Context: an optimization exercise on an open-source flow, tuned for small area. The choices shown serve that exercise and are no tape-out recipe. Function was not checked in any run shown here: the RTL went through the layout flow alone. Power and IR drop assume default switching activity.

[flow/config.mk]
export PLATFORM = sky130hd
export DESIGN_NAME = Mesh
export DESIGN_NICKNAME = Mesh
export VERILOG_FILES = /design/flow/design.v
export SDC_FILE = /design/flow/constraint.sdc
export NUM_CORES = 4
export LEC_CHECK = 0
export CAP_MARGIN = 20
export CORE_MARGIN = 2
export CORE_UTILIZATION = 40
export SLEW_MARGIN = 20
[flow/constraint.sdc]
create_clock -name core_clock -period 5.0 [get_ports {clock}]
set_input_delay 1.0000 -clock core_clock [delete_from_list [all_inputs] [get_ports {clock}]]
set_output_delay 1.0000 -clock core_clock [all_outputs]
set_load 0.01 [all_outputs]
[flow/run.sh]
#!/bin/bash
# synth_recipe.tcl (not shown) runs the flow's synth.tcl, then flattens the netlist and writes it again
# the make line also repeats each setting of config.mk as NAME=value (left out here)
make -C /OpenROAD-flow-scripts/flow DESIGN_CONFIG=/design/flow/config.mk WORK_HOME=/design/flow/orfs CLKGATE_MAP_FILE= SYNTH_SCRIPT=/design/flow/synth_recipe.tcl finish
[flow/design.v]
`timescale 1ns / 1ps
`timescale 1ns / 1ps
module PE_16 (
  input         clock,
  input  [7:0]  a,
  input  [7:0]  b,
  input  [15:0] d,
  input         flip,
  output [15:0] c_out
);
  reg [15:0] acc, sh;
  wire s1;
  wire c2;
  assign s1 = (a[0] & b[5]) ^ (a[1] & b[4]);
  assign c2 = (a[0] & b[5]) & (a[1] & b[4]);
  wire s3;
  wire c4;
  assign s3 = (a[0] & b[6]) ^ (a[1] & b[5]) ^ (a[2] & b[4]);
  assign c4 = ((a[0] & b[6]) & (a[1] & b[5])) | ((a[0] & b[6]) & (a[2] & b[4])) | ((a[1] & b[5]) & (a[2] & b[4]));
  wire s5;
  wire c6;
  assign s5 = (a[3] & b[3]) ^ (a[4] & b[2]);
  assign c6 = (a[3] & b[3]) & (a[4] & b[2]);
  wire s7;
  wire c8;
  assign s7 = (a[0] & b[7]) ^ (a[1] & b[6]) ^ (a[2] & b[5]);
  assign c8 = ((a[0] & b[7]) & (a[1] & b[6])) | ((a[0] & b[7]) & (a[2] & b[5])) | ((a[1] & b[6]) & (a[2] & b[5]));
  wire s9;
  wire c10;
  assign s9 = (a[3] & b[4]) ^ (a[4] & b[3]) ^ (a[5] & b[2]);
  assign c10 = ((a[3] & b[4]) & (a[4] & b[3])) | ((a[3] & b[4]) & (a[5] & b[2])) | ((a[4] & b[3]) & (a[5] & b[2]));
  wire s11;
  wire c12;
  assign s11 = (a[6] & b[1]) ^ (a[7] & b[0]);
  assign c12 = (a[6] & b[1]) & (a[7] & b[0]);
  wire s13;
  wire c14;
  assign s13 = (a[1] & b[7]) ^ (a[2] & b[6]) ^ (a[3] & b[5]);
  assign c14 = ((a[1] & b[7]) & (a[2] & b[6])) | ((a[1] & b[7]) & (a[3] & b[5])) | ((a[2] & b[6]) & (a[3] & b[5]));
  wire s15;
  wire c16;
  assign s15 = (a[4] & b[4]) ^ (a[5] & b[3]) ^ (a[6] & b[2]);
  assign c16 = ((a[4] & b[4]) & (a[5] & b[3])) | ((a[4] & b[4]) & (a[6] & b[2])) | ((a[5] & b[3]) & (a[6] & b[2]));
  wire s17;
  wire c18;
  assign s17 = (a[7] & b[1]) ^ acc[8];
  assign c18 = (a[7] & b[1]) & acc[8];
  wire s19;
  wire c20;
  assign s19 = (a[2] & b[7]) ^ (a[3] & b[6]) ^ (a[4] & b[5]);
  assign c20 = ((a[2] & b[7]) & (a[3] & b[6])) | ((a[2] & b[7]) & (a[4] & b[5])) | ((a[3] & b[6]) & (a[4] & b[5]));
  wire s21;
  wire c22;
  assign s21 = (a[5] & b[4]) ^ (a[6] & b[3]) ^ (a[7] & b[2]);
  assign c22 = ((a[5] & b[4]) & (a[6] & b[3])) | ((a[5] & b[4]) & (a[7] & b[2])) | ((a[6] & b[3]) & (a[7] & b[2]));
  wire s23;
  wire c24;
  assign s23 = (a[3] & b[7]) ^ (a[4] & b[6]) ^ (a[5] & b[5]);
  assign c24 = ((a[3] & b[7]) & (a[4] & b[6])) | ((a[3] & b[7]) & (a[5] & b[5])) | ((a[4] & b[6]) & (a[5] & b[5]));
  wire s25;
  wire c26;
  assign s25 = (a[0] & b[3]) ^ (a[1] & b[2]);
  assign c26 = (a[0] & b[3]) & (a[1] & b[2]);
  wire s27;
  wire c28;
  assign s27 = (a[0] & b[4]) ^ (a[1] & b[3]) ^ (a[2] & b[2]);
  assign c28 = ((a[0] & b[4]) & (a[1] & b[3])) | ((a[0] & b[4]) & (a[2] & b[2])) | ((a[1] & b[3]) & (a[2] & b[2]));
  wire s29;
  wire c30;
  assign s29 = (a[3] & b[1]) ^ (a[4] & b[0]);
  assign c30 = (a[3] & b[1]) & (a[4] & b[0]);
  wire s31;
  wire c32;
  assign s31 = (a[2] & b[3]) ^ (a[3] & b[2]) ^ (a[4] & b[1]);
  assign c32 = ((a[2] & b[3]) & (a[3] & b[2])) | ((a[2] & b[3]) & (a[4] & b[1])) | ((a[3] & b[2]) & (a[4] & b[1]));
  wire s33;
  wire c34;
  assign s33 = (a[5] & b[0]) ^ acc[5] ^ s1;
  assign c34 = ((a[5] & b[0]) & acc[5]) | ((a[5] & b[0]) & s1) | (acc[5] & s1);
  wire s35;
  wire c36;
  assign s35 = (a[5] & b[1]) ^ (a[6] & b[0]) ^ acc[6];
  assign c36 = ((a[5] & b[1]) & (a[6] & b[0])) | ((a[5] & b[1]) & acc[6]) | ((a[6] & b[0]) & acc[6]);
  wire s37;
  wire c38;
  assign s37 = c2 ^ s3 ^ s5;
  assign c38 = (c2 & s3) | (c2 & s5) | (s3 & s5);
  wire s39;
  wire c40;
  assign s39 = acc[7] ^ c4 ^ c6;
  assign c40 = (acc[7] & c4) | (acc[7] & c6) | (c4 & c6);
  wire s41;
  wire c42;
  assign s41 = s7 ^ s9 ^ s11;
  assign c42 = (s7 & s9) | (s7 & s11) | (s9 & s11);
  wire s43;
  wire c44;
  assign s43 = c8 ^ c10 ^ c12;
  assign c44 = (c8 & c10) | (c8 & c12) | (c10 & c12);
  wire s45;
  wire c46;
  assign s45 = s13 ^ s15 ^ s17;
  assign c46 = (s13 & s15) | (s13 & s17) | (s15 & s17);
  wire s47;
  wire c48;
  assign s47 = acc[9] ^ c14 ^ c16;
  assign c48 = (acc[9] & c14) | (acc[9] & c16) | (c14 & c16);
  wire s49;
  wire c50;
  assign s49 = c18 ^ s19 ^ s21;
  assign c50 = (c18 & s19) | (c18 & s21) | (s19 & s21);
  wire s51;
  wire c52;
  assign s51 = (a[6] & b[4]) ^ (a[7] & b[3]) ^ acc[10];
  assign c52 = ((a[6] & b[4]) & (a[7] & b[3])) | ((a[6] & b[4]) & acc[10]) | ((a[7] & b[3]) & acc[10]);
  wire s53;
  wire c54;
  assign s53 = c20 ^ c22 ^ s23;
  assign c54 = (c20 & c22) | (c20 & s23) | (c22 & s23);
  wire s55;
  wire c56;
  assign s55 = (a[4] & b[7]) ^ (a[5] & b[6]) ^ (a[6] & b[5]);
  assign c56 = ((a[4] & b[7]) & (a[5] & b[6])) | ((a[4] & b[7]) & (a[6] & b[5])) | ((a[5] & b[6]) & (a[6] & b[5]));
  wire s57;
  wire c58;
  assign s57 = (a[7] & b[4]) ^ acc[11] ^ c24;
  assign c58 = ((a[7] & b[4]) & acc[11]) | ((a[7] & b[4]) & c24) | (acc[11] & c24);
  wire s59;
  wire c60;
  assign s59 = (a[5] & b[7]) ^ (a[6] & b[6]) ^ (a[7] & b[5]);
  assign c60 = ((a[5] & b[7]) & (a[6] & b[6])) | ((a[5] & b[7]) & (a[7] & b[5])) | ((a[6] & b[6]) & (a[7] & b[5]));
  wire s61;
  wire c62;
  assign s61 = (a[0] & b[2]) ^ (a[1] & b[1]);
  assign c62 = (a[0] & b[2]) & (a[1] & b[1]);
  wire s63;
  wire c64;
  assign s63 = (a[2] & b[1]) ^ (a[3] & b[0]) ^ acc[3];
  assign c64 = ((a[2] & b[1]) & (a[3] & b[0])) | ((a[2] & b[1]) & acc[3]) | ((a[3] & b[0]) & acc[3]);
  wire s65;
  wire c66;
  assign s65 = acc[4] ^ c26 ^ s27;
  assign c66 = (acc[4] & c26) | (acc[4] & s27) | (c26 & s27);
  wire s67;
  wire c68;
  assign s67 = c28 ^ c30 ^ s31;
  assign c68 = (c28 & c30) | (c28 & s31) | (c30 & s31);
  wire s69;
  wire c70;
  assign s69 = c32 ^ c34 ^ s35;
  assign c70 = (c32 & c34) | (c32 & s35) | (c34 & s35);
  wire s71;
  wire c72;
  assign s71 = c36 ^ c38 ^ s39;
  assign c72 = (c36 & c38) | (c36 & s39) | (c38 & s39);
  wire s73;
  wire c74;
  assign s73 = c40 ^ c42 ^ s43;
  assign c74 = (c40 & c42) | (c40 & s43) | (c42 & s43);
  wire s75;
  wire c76;
  assign s75 = c44 ^ c46 ^ s47;
  assign c76 = (c44 & c46) | (c44 & s47) | (c46 & s47);
  wire s77;
  wire c78;
  assign s77 = c48 ^ c50 ^ s51;
  assign c78 = (c48 & c50) | (c48 & s51) | (c50 & s51);
  wire s79;
  wire c80;
  assign s79 = c52 ^ c54 ^ s55;
  assign c80 = (c52 & c54) | (c52 & s55) | (c54 & s55);
  wire s81;
  wire c82;
  assign s81 = acc[12] ^ c56 ^ c58;
  assign c82 = (acc[12] & c56) | (acc[12] & c58) | (c56 & c58);
  wire s83;
  wire c84;
  assign s83 = (a[6] & b[7]) ^ (a[7] & b[6]) ^ acc[13];
  assign c84 = ((a[6] & b[7]) & (a[7] & b[6])) | ((a[6] & b[7]) & acc[13]) | ((a[7] & b[6]) & acc[13]);
  wire s85;
  wire c86;
  assign s85 = (a[0] & b[1]) ^ (a[1] & b[0]);
  assign c86 = (a[0] & b[1]) & (a[1] & b[0]);
  wire s87;
  wire c88;
  assign s87 = (a[2] & b[0]) ^ acc[2] ^ s61;
  assign c88 = ((a[2] & b[0]) & acc[2]) | ((a[2] & b[0]) & s61) | (acc[2] & s61);
  wire s89;
  wire c90;
  assign s89 = s25 ^ c62 ^ s63;
  assign c90 = (s25 & c62) | (s25 & s63) | (c62 & s63);
  wire s91;
  wire c92;
  assign s91 = s29 ^ c64 ^ s65;
  assign c92 = (s29 & c64) | (s29 & s65) | (c64 & s65);
  wire s93;
  wire c94;
  assign s93 = s33 ^ c66 ^ s67;
  assign c94 = (s33 & c66) | (s33 & s67) | (c66 & s67);
  wire s95;
  wire c96;
  assign s95 = s37 ^ c68 ^ s69;
  assign c96 = (s37 & c68) | (s37 & s69) | (c68 & s69);
  wire s97;
  wire c98;
  assign s97 = s41 ^ c70 ^ s71;
  assign c98 = (s41 & c70) | (s41 & s71) | (c70 & s71);
  wire s99;
  wire c100;
  assign s99 = s45 ^ c72 ^ s73;
  assign c100 = (s45 & c72) | (s45 & s73) | (c72 & s73);
  wire s101;
  wire c102;
  assign s101 = s49 ^ c74 ^ s75;
  assign c102 = (s49 & c74) | (s49 & s75) | (c74 & s75);
  wire s103;
  wire c104;
  assign s103 = s53 ^ c76 ^ s77;
  assign c104 = (s53 & c76) | (s53 & s77) | (c76 & s77);
  wire s105;
  wire c106;
  assign s105 = s57 ^ c78 ^ s79;
  assign c106 = (s57 & c78) | (s57 & s79) | (c78 & s79);
  wire s107;
  wire c108;
  assign s107 = s59 ^ c80 ^ s81;
  assign c108 = (s59 & c80) | (s59 & s81) | (c80 & s81);
  wire s109;
  wire c110;
  assign s109 = c60 ^ c82 ^ s83;
  assign c110 = (c60 & c82) | (c60 & s83) | (c82 & s83);
  wire s111;
  wire c112;
  assign s111 = (a[7] & b[7]) ^ acc[14] ^ c84;
  assign c112 = ((a[7] & b[7]) & acc[14]) | ((a[7] & b[7]) & c84) | (acc[14] & c84);
  wire [15:0] r0 = {acc[15], c110, c108, c106, c104, c102, c100, c98, c96, c94, c92, c90, c88, c86, acc[1], (a[0] & b[0])};
  wire [15:0] r1 = {c112, s111, s109, s107, s105, s103, s101, s99, s97, s95, s93, s91, s89, s87, s85, acc[0]};
  wire [15:0] gg = r0 & r1;
  wire [15:0] pp_ = r0 ^ r1;
  wire k113;
  assign k113 = gg[1] | (pp_[1] & gg[0]);
  wire k114;
  assign k114 = gg[2] | (pp_[2] & k113);
  wire k115;
  assign k115 = gg[4] | (pp_[4] & gg[3]);
  wire k116;
  assign k116 = pp_[4] & pp_[3];
  wire k117;
  assign k117 = gg[6] | (pp_[6] & gg[5]);
  wire k118;
  assign k118 = pp_[6] & pp_[5];
  wire k119;
  assign k119 = gg[8] | (pp_[8] & gg[7]);
  wire k120;
  assign k120 = pp_[8] & pp_[7];
  wire k121;
  assign k121 = gg[10] | (pp_[10] & gg[9]);
  wire k122;
  assign k122 = pp_[10] & pp_[9];
  wire k123;
  assign k123 = gg[12] | (pp_[12] & gg[11]);
  wire k124;
  assign k124 = pp_[12] & pp_[11];
  wire k125;
  assign k125 = gg[14] | (pp_[14] & gg[13]);
  wire k126;
  assign k126 = pp_[14] & pp_[13];
  wire k127;
  assign k127 = gg[3] | (pp_[3] & k114);
  wire k128;
  assign k128 = k115 | (k116 & k114);
  wire k129;
  assign k129 = gg[7] | (pp_[7] & k117);
  wire k130;
  assign k130 = pp_[7] & k118;
  wire k131;
  assign k131 = k119 | (k120 & k117);
  wire k132;
  assign k132 = k120 & k118;
  wire k133;
  assign k133 = gg[11] | (pp_[11] & k121);
  wire k134;
  assign k134 = pp_[11] & k122;
  wire k135;
  assign k135 = k123 | (k124 & k121);
  wire k136;
  assign k136 = k124 & k122;
  wire k137;
  assign k137 = gg[5] | (pp_[5] & k128);
  wire k138;
  assign k138 = k117 | (k118 & k128);
  wire k139;
  assign k139 = k129 | (k130 & k128);
  wire k140;
  assign k140 = k131 | (k132 & k128);
  wire k141;
  assign k141 = gg[13] | (pp_[13] & k135);
  wire k142;
  assign k142 = pp_[13] & k136;
  wire k143;
  assign k143 = k125 | (k126 & k135);
  wire k144;
  assign k144 = k126 & k136;
  wire k145;
  assign k145 = gg[9] | (pp_[9] & k140);
  wire k146;
  assign k146 = k121 | (k122 & k140);
  wire k147;
  assign k147 = k133 | (k134 & k140);
  wire k148;
  assign k148 = k135 | (k136 & k140);
  wire k149;
  assign k149 = k141 | (k142 & k140);
  wire k150;
  assign k150 = k143 | (k144 & k140);
  wire [15:0] cy = {k150, k149, k148, k147, k146, k145, k140, k139, k138, k137, k128, k127, k114, k113, gg[0], 1'b0};
  wire [15:0] sum = pp_ ^ cy;
  always @(posedge clock) begin
    acc <= flip ? d : sum;
    sh  <= flip ? sum : d;
  end
  assign c_out = sh;
endmodule
`timescale 1ns / 1ps
`timescale 1ns / 1ps
`timescale 1ns / 1ps
`timescale 1ns / 1ps
module Mesh(
    input clock,
    input [7:0] io_in_a_0_0,
    input [7:0] io_in_a_1_0,
    input [7:0] io_in_a_2_0,
    input [7:0] io_in_a_3_0,
    input [7:0] io_in_b_0_0,
    input [7:0] io_in_b_1_0,
    input [7:0] io_in_b_2_0,
    input [7:0] io_in_b_3_0,
    input [15:0] io_in_d_0_0,
    input [15:0] io_in_d_1_0,
    input [15:0] io_in_d_2_0,
    input [15:0] io_in_d_3_0,
    input io_in_control_0_0_propagate,
    input io_in_control_1_0_propagate,
    input io_in_control_2_0_propagate,
    input io_in_control_3_0_propagate,
    output [15:0] io_out_c_0_0,
    output [15:0] io_out_c_1_0,
    output [15:0] io_out_c_2_0,
    output [15:0] io_out_c_3_0
);
  wire [7:0]  a_in [0:3];
  wire [7:0]  b_in [0:3];
  wire [15:0] d_in [0:3];
  wire        p_in [0:3];
  assign a_in[0] = io_in_a_0_0; assign a_in[1] = io_in_a_1_0;
  assign a_in[2] = io_in_a_2_0; assign a_in[3] = io_in_a_3_0;
  assign b_in[0] = io_in_b_0_0; assign b_in[1] = io_in_b_1_0;
  assign b_in[2] = io_in_b_2_0; assign b_in[3] = io_in_b_3_0;
  assign d_in[0] = io_in_d_0_0; assign d_in[1] = io_in_d_1_0;
  assign d_in[2] = io_in_d_2_0; assign d_in[3] = io_in_d_3_0;
  assign p_in[0] = io_in_control_0_0_propagate; assign p_in[1] = io_in_control_1_0_propagate;
  assign p_in[2] = io_in_control_2_0_propagate; assign p_in[3] = io_in_control_3_0_propagate;
  reg  [7:0]  a_r [0:3][0:3];
  reg  [7:0]  b_r [0:3][0:3];
  reg         p_r [0:3][0:3];
  reg  [15:0] d_r [0:3][0:4];
  wire [15:0] c_out [0:3][0:3];
  genvar i, k;
  generate
    for (i = 0; i < 4; i = i + 1) begin : chain
      for (k = 0; k < 4; k = k + 1) begin : pos
        always @(posedge clock) begin
          a_r[i][k] <= (k == 0) ? a_in[i] : a_r[i][k-1];
          b_r[k][i] <= (i == 0) ? b_in[k] : b_r[k][i-1];
          p_r[i][k] <= (k == 0) ? p_in[i] : p_r[i][k-1];
          d_r[i][k+1] <= c_out[i][k];
        end
        wire p_next = (k == 0) ? p_in[i] : p_r[i][k-1];
        PE_16 pe (
          .clock(clock),
          .a(a_r[i][k]),
          .b(b_r[k][i]),
          .d(d_r[i][k]),
          .flip(p_r[i][k] ^ p_next),
          .c_out(c_out[i][k])
        );
      end
      always @(posedge clock) d_r[i][0] <= d_in[i];
    end
  endgenerate
  assign io_out_c_0_0 = d_r[0][4];
  assign io_out_c_1_0 = d_r[1][4];
  assign io_out_c_2_0 = d_r[2][4];
  assign io_out_c_3_0 = d_r[3][4];
endmodule
==> flow_metrics.tcl, run 1 <==
set metrics [dict create \
    status "timing/DRC/antenna clean" \
    yosysMostFrequentCell "nand2_1" \
    comb_power_share 0.558 \
    synth-edff-count 0 \
    drc 0 \
    netSwitchingFraction 0.425 \
    p_int_w 0.0309 \
    path_max_fanout 9 \
    final_layout_size_suffix_gt1_frac 0.0516 \
    post_drt_wl_per_cell_um 16.6 \
    clkTransAtPathRegs_ns 0.06 \
    cts_sinks 1104 \
    num_vias 41500 \
    clock.fmax_mhz 214 \
    yosys.area.top_type "dfxtp_1" \
    grt_pass1_wl_mm 237 \
    overflow 0 \
    reg2reg_slack_ns 0.32 \
    clockBufferDepth 3 \
    cts_resized 0 \
    synth_cell_types 47 \
    core_um2 154000 \
    start_util 0.402 \
    first_pass_iters 8 \
    clk_latency_ns 0.75 \
    cts_setup_buffers 0 \
    drv_cap 0 \
    grt_start_max_net_pins 45 \
    finalSetupViolations 0 \
    hpwlAfterDp_mm 114 \
    grt_usage 0.189 \
    yosys_warnings 10 \
    syn_avg_cell_area_um2 9.97 \
    area_growth_syn_to_layout_pct 14.8 \
    cp-end-kind "register" \
    ys_top_cells_by_count "nand2_1, dfxtp_1, fa_1, inv_1, and2_1" \
    synthTopCellsByArea "dfxtp_1, fa_1, nand2_1" \
    required_ns 5.63 \
    p_leak_nw 33.0 \
    report.final.hold_viol_count 0 \
    cts_hold_buf 0 \
    ir_drop_v 0.000380 \
    p_clk_frac 0.176 \
    crit_path_start_kind "register" \
    ys_seq_area_frac 0.357 \
    cts_tree "built" \
    synth_top_area_share 0.357 \
    power.density_nw_per_um2 756 \
    finalCriticalPeriod_ns 4.68 \
    nets 7804 \
    fp.dieW_um 397 \
    drt_iter0_drc 2265 \
    fp.dieH_um 397 \
    ys.flop_type "dfxtp_1" \
    grt_antenna_before_repair 3 \
    syn_area_um2 61900 \
    root_buffer "clkbuf_16" \
    routed_wl_mm 144 \
    ant_nets 0 \
    skew_ns 0.0295 \
    ys_seq_elements 1104 \
    htree_levels 3 \
    switching_power_w 0.0228 \
    numPortBuffers 196 \
    drv_slew 0 \
    die_area_um2 158000 \
    cp.arrival_ns 5.31 \
    tns_ns 0 \
    rows 144 \
    maxSlewHeadroom 0.342 \
    hp-class "reg2reg" \
    syn_nets 7527 \
    post-route-period-util 0.936 \
    synthCells 6210 \
    criticalPathCategory "reg2reg" \
    tightest_slew_ns 0.983 \
    ios 197 \
    gp_congestion 0.872 \
    rsz0062_at_grt "false" \
    grt_pass1_vias 44100 \
    p_total_w 0.0537 \
    cts_buffers 120 \
    synthArstFlopShare 0 \
    p_seq_frac 0.266 \
    vias_per_cell 4.81 \
]
[routing by layer]
| metal | share of wire | vias up | track usage |
|---|---|---|---|
| li1 | - | 19900 | - |
| met1 | 0.45 | 20500 | 0.254 |
| met2 | 0.49 | 886 | 0.318 |
| met3 | 0.044 | 205 | 0.0240 |
| met4 | 0.022 | 2 | 0.0545 |
| met5 | 0.000090 | - | 0 |
[cells by family (layout without fill, tap and decap cells)]
group                      count (synthesis)  count (layout)  synth area share
buffers and inverters                    902            1283            0.0547
xor gates and xnor gates                 144             144            0.0204
DFF                                     1104            1104             0.357
and+or+nand+nor                         2156            2156             0.157
adders and majority gates               1184            1184             0.342
other                                      0               2                 0
AOI/OAI and AO/OA                        720             720            0.0689
[registers in the layout (all words and copies together), names as in the netlist]
name	flops
p_r	16
b_r	128
chain.pos.pe.acc	256
a_r	128
d_r	320
chain.pos.pe.sh	256
[final timing paths]
| path | from | depth (start not counted) | to |
|---|---|---|---|
| worst max register to register | b_r[5][4]$_DFF_P_ | 13 | chain[1].pos[1].pe.sh[14]$_DFF_P_ |
| worst max-delay path | b_r[5][4]$_DFF_P_ | 13 | chain[1].pos[1].pe.sh[14]$_DFF_P_ |
| worst min register to register | chain[2].pos[0].pe.sh[3]$_DFF_P_ | 0 | d_r[11][3]$_DFF_P_ |
| worst min-delay path | chain[2].pos[0].pe.sh[3]$_DFF_P_ | 0 | d_r[11][3]$_DFF_P_ |
[power groups by stage]
stage	sequential, W	clock, W	combinational, W
3_3_place_gp	0.0145	0	0.0294
4_1_cts	0.0143	0.00972	0.0303
6_report	0.0143	0.00945	0.0300
2_1_floorplan	0.0136	0	0.0226
5_1_grt	0.0146	0.0101	0.0346
3_5_place_dp	0.0145	0	0.0300
[layout make-up]
class                           instances  area, um2
Antenna cell                            2       5.00
Tap cell                             2044       2560
Inverter                              790       2970
Fill cell                           14400      82800
Timing Repair Buffer                  267       2490
Multi-Input combinational cell       4204      36700
Clock buffer                          150       3310
Clock inverter                         76        953
Sequential cell                      1104      22100
[critical path: stages (launching register included)]
cell and delay, ns:
dfxtp_1 0.63, nand2_1 0.16, fa_1 0.57, inv_1 0.06
fa_1 0.41, fa_1 0.53, fa_1 0.41, ha_1 0.37
a21oi_2 0.19, nor2b_1 0.08, a221o_1 0.35, o21a_4 0.24
or4_1 0.46, o311ai_1 0.11
[through the flow]
stage               utilization  cells  hold WS (ns)  worst slack, ns  instance area (um2)
floorplan                     -   6210         0.310            0.764                61900
global placement          0.434   8409         0.310            0.365                66800
detailed placement        0.434   8409         0.312            0.306                66800
CTS                       0.462   8635         0.311            0.291                71000
global route              0.462   8637         0.321           0.0272                71100
finish                    0.462   8637         0.316            0.321                71100
[placed cells by master, fill, tap and decap left out, drive strengths merged, types with 26 or more instances in the layout]
master	Yosys	final
a21oi	170	170
nand2b	46	46
fa	848	848
a21o	26	26
or3	26	26
xnor2	82	82
buf	1	71
and2	465	465
nor2	140	140
dfxtp	1104	1104
nand3	33	33
o21ai	325	325
nand2	1334	1334
ha	336	336
clkinv	0	28
nor3	42	42
inv	790	812
xor2	62	62
o21a	32	32
clkdlybuf4s50	0	196
clkbuf	111	150
o31ai	26	26
==> inputs of run 2 (changes only) <==
--- a/flow/config.mk
+++ b/flow/config.mk
@@ -9,3 +9,5 @@
 export CORE_MARGIN = 2
-export CORE_UTILIZATION = 40
+export CORE_UTILIZATION = 60
+export CTS_BUF_LIST = sky130_fd_sc_hd__clkbuf_4 sky130_fd_sc_hd__clkbuf_8
+export PLACE_DENSITY = 0.7
 export SLEW_MARGIN = 20
==> flow_metrics.tcl, run 2 <==
set metrics [dict create \
    status "timing/DRC/antenna clean" \
    r2r-start "b_r[5][7]$_DFF_P_" \
    htree_levels 4 \
    clockBufferDepth 3 \
    skew_ns 0.0318 \
    area_growth_syn_to_layout_pct 13.2 \
    holdPathStages 0 \
    crit_start "b_r[5][7]$_DFF_P_" \
    required_ns 5.79 \
    ir_drop_v 0.000617 \
    post-route-period-util 0.943 \
    cts_resized 0 \
    yosys_warnings 10 \
    overflow 0 \
    regMostFlops "d_r" \
    cp-end-kind "register" \
    vias_per_cell 5.23 \
    clkTransAtPathRegs_ns 0.06 \
    grt_pass1_wl_mm 230 \
    path_cells "nand2_1 > fa_1 > inv_1 > fa_1 > fa_1 > fa_1 > ha_1 > a21oi_2 > nor2b_1 > a221o_1 > o21a_4 > or4_1 > nand3_1" \
    synth-edff-count 0 \
    synthCells 6210 \
    hold-path-endpoint "d_r[1][4]$_DFF_P_" \
    crit_top_cell "fa_1" \
    first_pass_iters 5 \
    yosys.area.top_type "dfxtp_1" \
    synthArstFlopShare 0 \
    p_total_w 0.0533 \
    report.final.hold_viol_count 0 \
    fp.dieW_um 325 \
    hpwlAfterDp_mm 108 \
    syn_nets 7527 \
    finalSetupViolations 0 \
    hp-start "chain[0].pos[0].pe.sh[4]$_DFF_P_" \
    tns_ns 0 \
    ys_seq_elements 1104 \
    cp.arrival_ns 5.50 \
    largest_register_ffs 320 \
    cts_tree "built" \
    layout_commonest_cell "nand2_1" \
    grt_usage 0.274 \
    gp_congestion 0.918 \
    start_util 0.607 \
    yosysMostFrequentCell "nand2_1" \
    crit_path_top_delay_cell "dfxtp_1" \
    fillCellCount 8002 \
    drc 0 \
    ys_seq_area_frac 0.357 \
    grt_antenna_before_repair 2 \
    routed_wl_mm 139 \
    grt_start_max_net_pins 45 \
    critical-path-max-stage-delay_ns 0.62 \
    clock.fmax_mhz 212 \
    fp.dieH_um 325 \
    path_max_fanout 9 \
    rsz0062_at_grt "false" \
    cts_hold_buf 0 \
    layout_common_cells "nand2_1, dfxtp_1, fa_1, inv_1, and2_1" \
    drv_cap 0 \
    core_um2 102000 \
    finalCriticalPeriod_ns 4.72 \
    cts_sinks 1104 \
    syn_area_um2 61900 \
    p_leak_nw 33.1 \
    cts_buffers 175 \
    drv_slew 0 \
    numPortBuffers 196 \
    synth_top_area_share 0.357 \
    final_layout_size_suffix_gt1_frac 0.0664 \
    synth_cell_types 47 \
    ys_top_cells_by_count "nand2_1, dfxtp_1, fa_1, inv_1, and2_1" \
    criticalPathCategory "reg2reg" \
    ios 197 \
    reg2reg_slack_ns 0.28 \
    crit_path_start_kind "register" \
    num_vias 42100 \
    post_drt_wl_per_cell_um 17.2 \
    ant_nets 0 \
    root_buffer "clkbuf_8" \
    timing.rr.end "chain[1].pos[1].pe.acc[14]$_DFF_P_" \
    maxSlewHeadroom 0.328 \
    hp-class "reg2reg" \
    nets 7855 \
    cts_setup_buffers 0 \
    largest_registers "d_r x320, chain.pos.pe.acc x256, chain.pos.pe.sh x256" \
    grt_pass1_vias 43900 \
    power.density_nw_per_um2 760 \
    rows 117 \
    ys.flop_type "dfxtp_1" \
    synthTopCellsByArea "dfxtp_1, fa_1, nand2_1" \
    tightest_slew_ns 1.01 \
    clk_latency_ns 0.88 \
    die_area_um2 106000 \
    syn_avg_cell_area_um2 9.97 \
    r2r_cells 13 \
    drt_iter0_drc 2670 \
]
-- run 2: cell counts after synthesis --
No cell type changed its count.
-- run 2: worst max-delay path by stage --
stage / end / depth (start not counted) / slack, ns
global route: chain[1].pos[2].pe.sh[10]$_DFF_P_ / 15 / 0.06
CTS: chain[0].pos[3].pe.sh[9]$_DFF_P_ / 14 / 0.23
global placement: chain[0].pos[3].pe.sh[9]$_DFF_P_ / 14 / 0.29
finish: chain[1].pos[1].pe.acc[14]$_DFF_P_ / 13 / 0.28
detailed placement: chain[0].pos[3].pe.sh[9]$_DFF_P_ / 14 / 0.27
floorplan: chain[1].pos[1].pe.sh[14]$_DFF_P_ / 14 / 0.76
-- run 2: power by group --
| part | switching, W | internal (W) |
|---|---|---|
| logic | 0.0172 | 0.0129 |
| clock network | 0.00374 | 0.00516 |
| registers | 0.00184 | 0.0124 |
-- run 2: worst max-delay path: cells and delay by family, from the launching register on --
kind / cells / cell delay (ns)
flip-flops: 1 / 0.62
AO/OA/AOI/OAI: 3 / 0.78
AND/OR/NAND/NOR: 4 / 0.84
buffers and inverters: 1 / 0.06
adder cells (fa/ha/maj): 5 / 2.31
-- run 2: final cells by class --
class                      count  area (um2)  area share
multi-input combinational   4204       36700       0.524
sequential                  1104       22100       0.315
clock buffer                 258        3290      0.0470
inverter                     790        2970      0.0423
timing repair buffer         263        2460      0.0352
tap                         1368        1710      0.0244
clock inverter                63         845      0.0121
antenna                        2        5.00   0.0000714
-- run 2: logic make-up after synthesis --
group | count (synthesis) | synth area share
and+or+nand+nor | 2156 | 0.157
buffers and inverters | 902 | 0.0547
DFF | 1104 | 0.357
xor gates and xnor gates | 144 | 0.0204
AOI/OAI and AO/OA | 720 | 0.0689
adders and majority gates | 1184 | 0.342
-- run 2: through the flow --
| step | area (um2) | utilization | setup WS [ns] | hold WS, ns | cells |
|---|---|---|---|---|---|
| 2_1_floorplan | 61900 | - | 0.764 | 0.310 | 6210 |
| 3_3_place_gp | 65900 | 0.646 | 0.292 | 0.310 | 7729 |
| 3_5_place_dp | 65900 | 0.646 | 0.267 | 0.312 | 7729 |
| 4_1_cts | 70000 | 0.686 | 0.234 | 0.318 | 8050 |
| 5_1_grt | 70100 | 0.687 | 0.0637 | 0.320 | 8051 |
| 6_report | 70100 | 0.687 | 0.284 | 0.314 | 8052 |
-- run 2: layer usage --
layer | wire [um] | track usage | up-vias
met2 | 65000 | 0.442 | 1182
li1 | - | - | 20000
met4 | 3760 | 0.0858 | 0
met5 | 0 | 0 | -
met3 | 7690 | 0.0433 | 252
met1 | 62100 | 0.382 | 20600

[afterwards: timing with drivers on the ports]
The flow's constraints put no driver on any port. The routed layouts listed below were extracted and timed again, unchanged, in two steps.
Step 1 (the two cells are an assumption about what drives the block):
set clk [get_ports {clock}]
set_driving_cell -lib_cell sky130_fd_sc_hd__clkbuf_16 $clk
set_driving_cell -lib_cell sky130_fd_sc_hd__buf_2 [delete_from_list [all_inputs] $clk]
Step 2, shift: input delay + t, output delay - t, t = (earliest + latest rising clock arrival at the registers) / 2. This alone moves slack from input paths to output paths.
a / b / c = ideal / step 1 / step 2; a / b = the first two.
| run | t (ns) | setup WS [ns] | hold slack, ns | latest minus earliest clock arrival (ns) | cell pins on the clock port's net |
|---|---|---|---|---|---|
| run 1 | 0.813 | 0.321 / 0.321 / 0.321 | 0.316 / 0.316 / 0.316 | 0.030 / 0.030 | 1 |
| run 2 | 0.935 | 0.284 / 0.284 / 0.284 | 0.314 / 0.314 / 0.314 | 0.033 / 0.033 | 1 |
After both steps setup and hold are still met in every run listed.
